This is an optimization exercise on Yosys and OpenROAD, whose aim is small area, a short achievable clock period and few clock cycles, not a production implementation. At most, simulation tests tie the RTL to the original design; equivalence was not proved. The clock input has no modelled driver; a real chip could not lean on it and would need a root buffer or a full tree. Power is estimated from default activity; no workload was simulated.

Setup of the previous run:
==> flow/design.v <==
`timescale 1ns / 1ps
module day3_part2_top( clk, rst, rom_addr, rom_data, sum, done );
    input clk;
    input rst;
    output [13:0] rom_addr;
    input [7:0] rom_data;
    output [31:0] sum;
    output done;
    reg [13:0] addr;
    reg        pz;          
    reg [1:0]  line;        
    reg [52:1] seen1;
    reg [52:1] seen2;
    reg        clr;         
    reg [5:0]  d;           
    reg        found;       
    reg        got;         
    reg [5:0]  sum_lo;
    reg        carry;
    reg [11:0] sum_hi;
    reg        int_done;
    wire [5:0] v = rom_data[5:0];
    wire zero = (v == 6'd0);
    wire eol = zero & ~pz;                        
    wire last = eol & (line == 2'd2);             
    wire [63:0] onehot = 64'd1 << v;
    wire [52:1] hit = onehot[52:1];
    assign rom_addr = addr;
    assign sum = {14'd0, sum_hi, sum_lo};
    assign done = int_done;
    always @(posedge clk) begin
        addr <= rst ? 14'd0 : addr + 14'd1;
        pz <= zero;
        d <= v;
        if (rst)
            line <= 2'd0;
        else if (eol)
            line <= last ? 2'd0 : line + 2'd1;
        clr <= rst | last;
        seen1 <= (clr ? 52'd0 : seen1) | (hit & {52{line == 2'd0}});
        seen2 <= (clr ? 52'd0 : seen2) | (hit & seen1 & {52{line == 2'd1}});
        found <= ~rst & ~int_done & (line == 2'd2) & (|(hit & seen2));
        got <= ~rst & ~clr & (got | found);
        if (rst) begin
            sum_lo <= 6'd0;
            carry <= 1'b0;
            sum_hi <= 12'd0;
        end else begin
            if (found & ~got)
                {carry, sum_lo} <= {1'b0, sum_lo} + {1'b0, d};
            else
                carry <= 1'b0;
            sum_hi <= sum_hi + {11'd0, carry};
        end
        int_done <= ~rst & (int_done | (zero & pz));
    end
endmodule
Settings: LEC_CHECK=0, ABC_CLOCK_PERIOD_IN_PS=1800, CAP_MARGIN=20, CORE_MARGIN=2, CORE_UTILIZATION=40, CTS_BUF_LIST=sky130_fd_sc_hd__clkbuf_8, CTS_CLUSTER_DIAMETER=60, CTS_CLUSTER_SIZE=30, SETUP_SLACK_MARGIN=2.2, SLEW_MARGIN=20; clock period 4.0 ns.
run.sh (not shown) runs the stock make flow with config.mk's settings and CLKGATE_MAP_FILE= SYNTH_SCRIPT=/design/flow/synth_recipe.tcl, a recipe that flattens the netlist after the stock synthesis.
Edits applied to the flow inputs when going from the previous run to the current run:
==> flow/design.v <==
`timescale 1ns / 1ps
module day3_part2_top( clk, rst, rom_addr, rom_data, sum, done );
    input clk;
    input rst;
    output [13:0] rom_addr;
    input [7:0] rom_data;
    output [31:0] sum;
    output done;
    reg [13:0] addr;
    reg        pz;          
    reg [1:0]  line;        
    reg [52:1] seen1;
    reg [52:1] seen2;
    reg        keep1a;      
    reg        keep1b;      
    reg        keep2a;      
    reg        keep2b;      
    reg [5:0]  badge;
    reg        add;         
    reg [5:0]  sum_lo;
    reg        carry;
    reg [11:0] sum_hi;
    reg        fin;         
    reg        int_done;
    wire [5:0] v = rom_data[5:0];
    wire zero = (v == 6'd0);
    wire eol = zero & ~pz;                        
    wire last = eol & (line == 2'd2);             
    wire [63:0] onehot = 64'd1 << v;
    wire [52:1] hit = onehot[52:1];
    wire [52:1] keep1 = {{26{keep1b}}, {26{keep1a}}};
    wire [52:1] keep2 = {{26{keep2b}}, {26{keep2a}}};
    reg [5:0] enc;
    integer i;
    always @(*) begin
        enc = 6'd0;
        for (i = 1; i <= 52; i = i + 1)
            if (seen1[i]) enc = enc | i[5:0];
    end
    assign rom_addr = addr;
    assign sum = {14'd0, sum_hi, sum_lo};
    assign done = int_done;
    always @(posedge clk) begin
        addr <= rst ? 14'd0 : addr + 14'd1;
        pz <= zero;
        if (rst)
            line <= 2'd0;
        else if (eol)
            line <= last ? 2'd0 : line + 2'd1;
        keep1a <= ~rst & ~(eol & (line != 2'd0));
        keep1b <= ~rst & ~(eol & line[0]) & ~last;
        keep2a <= ~rst & ~last;
        keep2b <= ~rst & ~(eol & ~line[0]);
        seen1 <= (seen1 & keep1)
               | (hit & (line == 2'd0 ? {52{1'b1}} : line == 2'd2 ? seen2 : 52'd0));
        seen2 <= (seen2 & keep2) | (hit & (line == 2'd1 ? seen1 : 52'd0));
        badge <= enc;
        add <= ~rst & last & ~int_done;
        if (rst) begin
            sum_lo <= 6'd0;
            carry <= 1'b0;
            sum_hi <= 12'd0;
        end else begin
            if (add)
                {carry, sum_lo} <= {1'b0, sum_lo} + {1'b0, badge};
            else
                carry <= 1'b0;
            sum_hi <= sum_hi + {11'd0, carry};
        end
        fin <= ~rst & zero & pz;
        int_done <= ~rst & (int_done | fin);
    end
endmodule
--- outcome ---
No stage failed in the current run, and the final checks on the layout all came back clean. The higher number of placed cells counting well taps of the current run and the previous run is in the previous run. When the current run is measured against the previous run, its detail-routed net length per standard cell turns out 11% higher. [the current run vs the previous run] synthesized area: higher in the current run. For the current run, the highest-delay cell along the critical path was nor3b_2, unlike the previous run, where it was or4_1. Compared with the previous run, the current run ends up with less cell area. For post-CTS setup buffer count, dividing the value from the previous run by the value from the current run gives 1.10. [compare] base=the previous run new=the current run: biggest fanout along the worst timing path higher; clock network fraction of design power went up by 4.1 points.
No run of this note included a check of the RTL's function; only the layout flow was run.

---

Setup of the reference run:
Another version of the RTL of day3_part2_top (not shown whole).
For scale: roughly 170 flip-flops, about 57 I/O pins.
==> module day3_part2_top, before the edit <==
module day3_part2_top( clk, rst, rom_addr, rom_data, sum, done );
    input clk;
    input rst;
    output [13:0] rom_addr;
    input [7:0] rom_data;
    output [31:0] sum;
    output done;
    reg        rst_q;       
    reg [13:0] addr;
    reg [6:0]  hi;          
    reg [7:0]  lo;          
    reg        pz;          
    reg        l1, l2, l3;  
    reg [52:1] seen1;
    reg [52:1] seen2;
    reg        keep1a;      
    reg        keep1b;      
    reg        keep2a;      
    reg        keep2b;      
    reg [5:0]  badge;
    reg        add;         
    reg        add2;        
    reg        c3;
    reg [5:0]  sum_lo;
    reg        carry;
    reg [11:0] sum_hi;
    reg        fin;         
    reg        fin2;
    reg        int_done;
    wire zero = hi[0] & lo[0];
    wire eol = zero & ~pz;                        
    wire last = eol & l3;                         
    wire [52:1] keep1 = {{26{keep1b}}, {26{keep1a}}};
    wire [52:1] keep2 = {{26{keep2b}}, {26{keep2a}}};
    reg [52:1] hit;
    integer i;
    always @(*)
        for (i = 1; i <= 52; i = i + 1)
            hit[i] = hi[i / 8] & lo[i % 8];
    reg [5:0] enc;
    always @(*) begin
        enc = 6'd0;
        for (i = 1; i <= 52; i = i + 1)
            if (seen1[i]) enc = enc | i[5:0];
    end
    assign rom_addr = addr;
    assign sum = {14'd0, sum_hi, sum_lo};
    assign done = int_done;
    always @(posedge clk) begin
        rst_q <= rst;
        addr <= rst_q ? 14'd0 : addr + 14'd1;
        for (i = 0; i < 7; i = i + 1)
            hi[i] <= (rom_data[5:3] == i);
        for (i = 0; i < 8; i = i + 1)
            lo[i] <= (rom_data[2:0] == i);
        pz <= zero;
        l1 <= ~rst_q & ((~l1 & ~l2 & ~l3) | (l1 & ~eol) | last);
        l2 <= ~rst_q & ((l2 & ~eol) | (l1 & eol));
        l3 <= ~rst_q & ((l3 & ~eol) | (l2 & eol));
        keep1a <= ~rst_q & ~(eol & (l2 | l3));
        keep1b <= ~rst_q & ~(eol & l2) & ~last;
        keep2a <= ~rst_q & ~last;
        keep2b <= ~rst_q & ~(eol & (l1 | l3));
        seen1 <= (seen1 & keep1) | (hit & ({52{l1}} | ({52{l3}} & seen2)));
        seen2 <= (seen2 & keep2) | (hit & {52{l2}} & seen1);
        badge <= enc;
        add <= ~rst_q & last & ~int_done;
        add2 <= ~rst_q & add;
        if (rst_q) begin
            sum_lo <= 6'd0;
            c3 <= 1'b0;
            carry <= 1'b0;
            sum_hi <= 12'd0;
        end else begin
            if (add)
                {c3, sum_lo[2:0]} <= {1'b0, sum_lo[2:0]} + {1'b0, badge[2:0]};
            if (add2)
                {carry, sum_lo[5:3]} <= {1'b0, sum_lo[5:3]} + {1'b0, badge[5:3]} + {3'd0, c3};
            else
                carry <= 1'b0;
            sum_hi <= sum_hi + {11'd0, carry};
        end
        fin <= ~rst_q & zero & pz & l1;
        fin2 <= ~rst_q & fin;
        int_done <= ~rst & ~rst_q & (int_done | fin2);
    end
endmodule
Settings: LEC_CHECK=0, ABC_CLOCK_PERIOD_IN_PS=1500, CAP_MARGIN=20, CORE_MARGIN=2, CORE_UTILIZATION=40, SETUP_SLACK_MARGIN=2.5, SLEW_MARGIN=20; clock period 4.0 ns.
standard.sh (not shown) runs the stock make flow with config.mk's settings and CLKGATE_MAP_FILE= SYNTH_SCRIPT=/design/flow/synth_recipe.tcl, a recipe that flattens the netlist after the stock synthesis.
==> flow/flow/run.sh <==
#!/bin/bash
# The standard layout (standard.sh), except:
# - the clock tree is built by flow/mycts.tcl, run as ORFS's PRE_CTS_TCL hook,
#   which then skips clock_tree_synthesis: the clock port drives 4 root
#   inverters, each driving 2 leaf inverters, each driving an equal-count grid
#   cluster of flip-flops (two inversions: the flip-flops see the port clock);
# - the port buffers are buf_2 cells instead of delay cells;

# All tool output goes to standard.log and ORFS's own logs under orfs/logs.
set -euo pipefail
export PRE_CTS_TCL=$PWD/flow/mycts.tcl
export MYCTS_COLS=4
export MYCTS_ROWS=2
export MYCTS_ROOT=sky130_fd_sc_hd__clkinv_16
export MYCTS_LEAF=sky130_fd_sc_hd__clkinv_16
export MYCTS_OUTBUF=sky130_fd_sc_hd__buf_2
export MYCTS_INBUF=sky130_fd_sc_hd__buf_2
bash standard.sh > standard.log 2>&1
Other scripts of this flow, unchanged in this note and not shown: flow/flow/mycts.tcl
In summary, the reference run completed successfully, with a layout that passed the timing, design-rule and antenna checks.
Testbench counts of the reference run, summed over its fixed seeds: cycles 164,595.
Modified inputs, the trial run compared to the reference run
diff --git a/flow/design.v b/flow/design.v
--- a/flow/design.v
+++ b/flow/design.v
@@ -45,4 +45,23 @@
             if (seen1[i]) enc = enc | i[5:0];
     end
+    reg [13:0] addr_up;         
+    reg [11:0] hi_up;           
+    always @(*) begin
+        for (i = 0; i < 14; i = i + 1)
+            addr_up[i] = (i == 0) ? 1'b1 : &(addr | ~((14'd1 << i) - 14'd1));
+        for (i = 0; i < 12; i = i + 1)
+            hi_up[i] = carry & ((i == 0) ? 1'b1 : &(sum_hi | ~((12'd1 << i) - 12'd1)));
+    end
+    function [3:0] add3(input [2:0] a, input [2:0] b, input ci);
+        reg c1, c2;
+        begin
+            c1 = (a[0] & b[0]) | (ci & (a[0] ^ b[0]));
+            c2 = (a[1] & b[1]) | (c1 & (a[1] ^ b[1]));
+            add3 = {(a[2] & b[2]) | (c2 & (a[2] ^ b[2])),
+                    a[2] ^ b[2] ^ c2, a[1] ^ b[1] ^ c1, a[0] ^ b[0] ^ ci};
+        end
+    endfunction
+    wire [3:0] add_lo = add3(sum_lo[2:0], badge[2:0] & {3{add}}, 1'b0);
+    wire [3:0] add_hi = add3(sum_lo[5:3], badge[5:3] & {3{add2}}, c3);
     assign rom_addr = addr;
     assign sum = {14'd0, sum_hi, sum_lo};
@@ -50,5 +69,5 @@
     always @(posedge clk) begin
         rst_q <= rst;
-        addr <= rst_q ? 14'd0 : addr + 14'd1;
+        addr <= rst_q ? 14'd0 : addr ^ addr_up;
         for (i = 0; i < 7; i = i + 1)
             hi[i] <= (rom_data[5:3] == i);
@@ -74,11 +93,7 @@
             sum_hi <= 12'd0;
         end else begin
-            if (add)
-                {c3, sum_lo[2:0]} <= {1'b0, sum_lo[2:0]} + {1'b0, badge[2:0]};
-            if (add2)
-                {carry, sum_lo[5:3]} <= {1'b0, sum_lo[5:3]} + {1'b0, badge[5:3]} + {3'd0, c3};
-            else
-                carry <= 1'b0;
-            sum_hi <= sum_hi + {11'd0, carry};
+            {c3, sum_lo[2:0]} <= add_lo;
+            {carry, sum_lo[5:3]} <= add_hi;
+            sum_hi <= sum_hi ^ hi_up;
         end
         fin <= ~rst_q & zero & pz & l1;
[summary]
The final layouts of the reference run and the trial run pass the timing, design-rule and antenna checks. The reference run → the trial run: placed cell count has decreased, number of fill cells has decreased, maximum frequency has decreased, fraction of standard cell area in multi-input logic has decreased, wire length of the first global-routing pass has increased. The trial run vs. the reference run: measured slew at the worst slew-check pin now larger, synthesized-area fraction occupied by ao, oa, aoi and oai cells now smaller, simple-gate share of the synthesized area comparable, total length of routed wires comparable. Of the trial run and the reference run, it is the trial run that has the higher utilization. Taking the reference run as the reference, in the trial run leakage component of the power saw an increase, floorplan die width lost about 0.9%.
The RTL of the trial run was laid out without a check of its function. No run of this note takes its clock network from TritonCTS; it comes from the design's own scripts or RTL.

-- separate check: timing with driven ports --
The results above use ideal ports. As a check the final layouts listed here were re-extracted and re-timed, cells and wires unchanged. Step 1: set_driving_cell puts a clkbuf_16 on clk and a buf_2 on each other input, an assumption about the parent block. Step 2, shift: input delay + t, output delay - t, t = (earliest + latest rising clock arrival at the registers) / 2. This alone moves slack from input paths to output paths. a / b / c = ideal / step 1 / step 2; a / b = the first two.
| run | t (ns) | setup slack, ns | worst hold slack (ns) | latest minus earliest clock arrival (ns) | worst data-port slew with drivers (ns) |
|---|---|---|---|---|---|
| the previous run | 0.486 | 2.025 / 2.019 / 1.532 | 0.448 / 0.448 / 0.448 | 0.013 / 0.013 | 0.05 |
| the current run | 0.491 | 2.239 / 2.219 / 1.747 | 0.457 / 0.457 / 0.457 | 0.010 / 0.009 | 0.05 |
| the reference run | 0.338 | 2.456 / 2.285 / 2.455 | 0.438 / 0.439 / 0.439 | 0.009 / 0.009 | 0.03 |
| the trial run | 0.339 | 2.336 / 2.302 / 2.336 | 0.451 / 0.452 / 0.452 | 0.013 / 0.012 | 0.03 |
After both steps every run listed still meets setup and hold. The setup slack of the previous run, which loses most, moves by -0.006 ns with the drivers and by -0.493 ns with both steps.
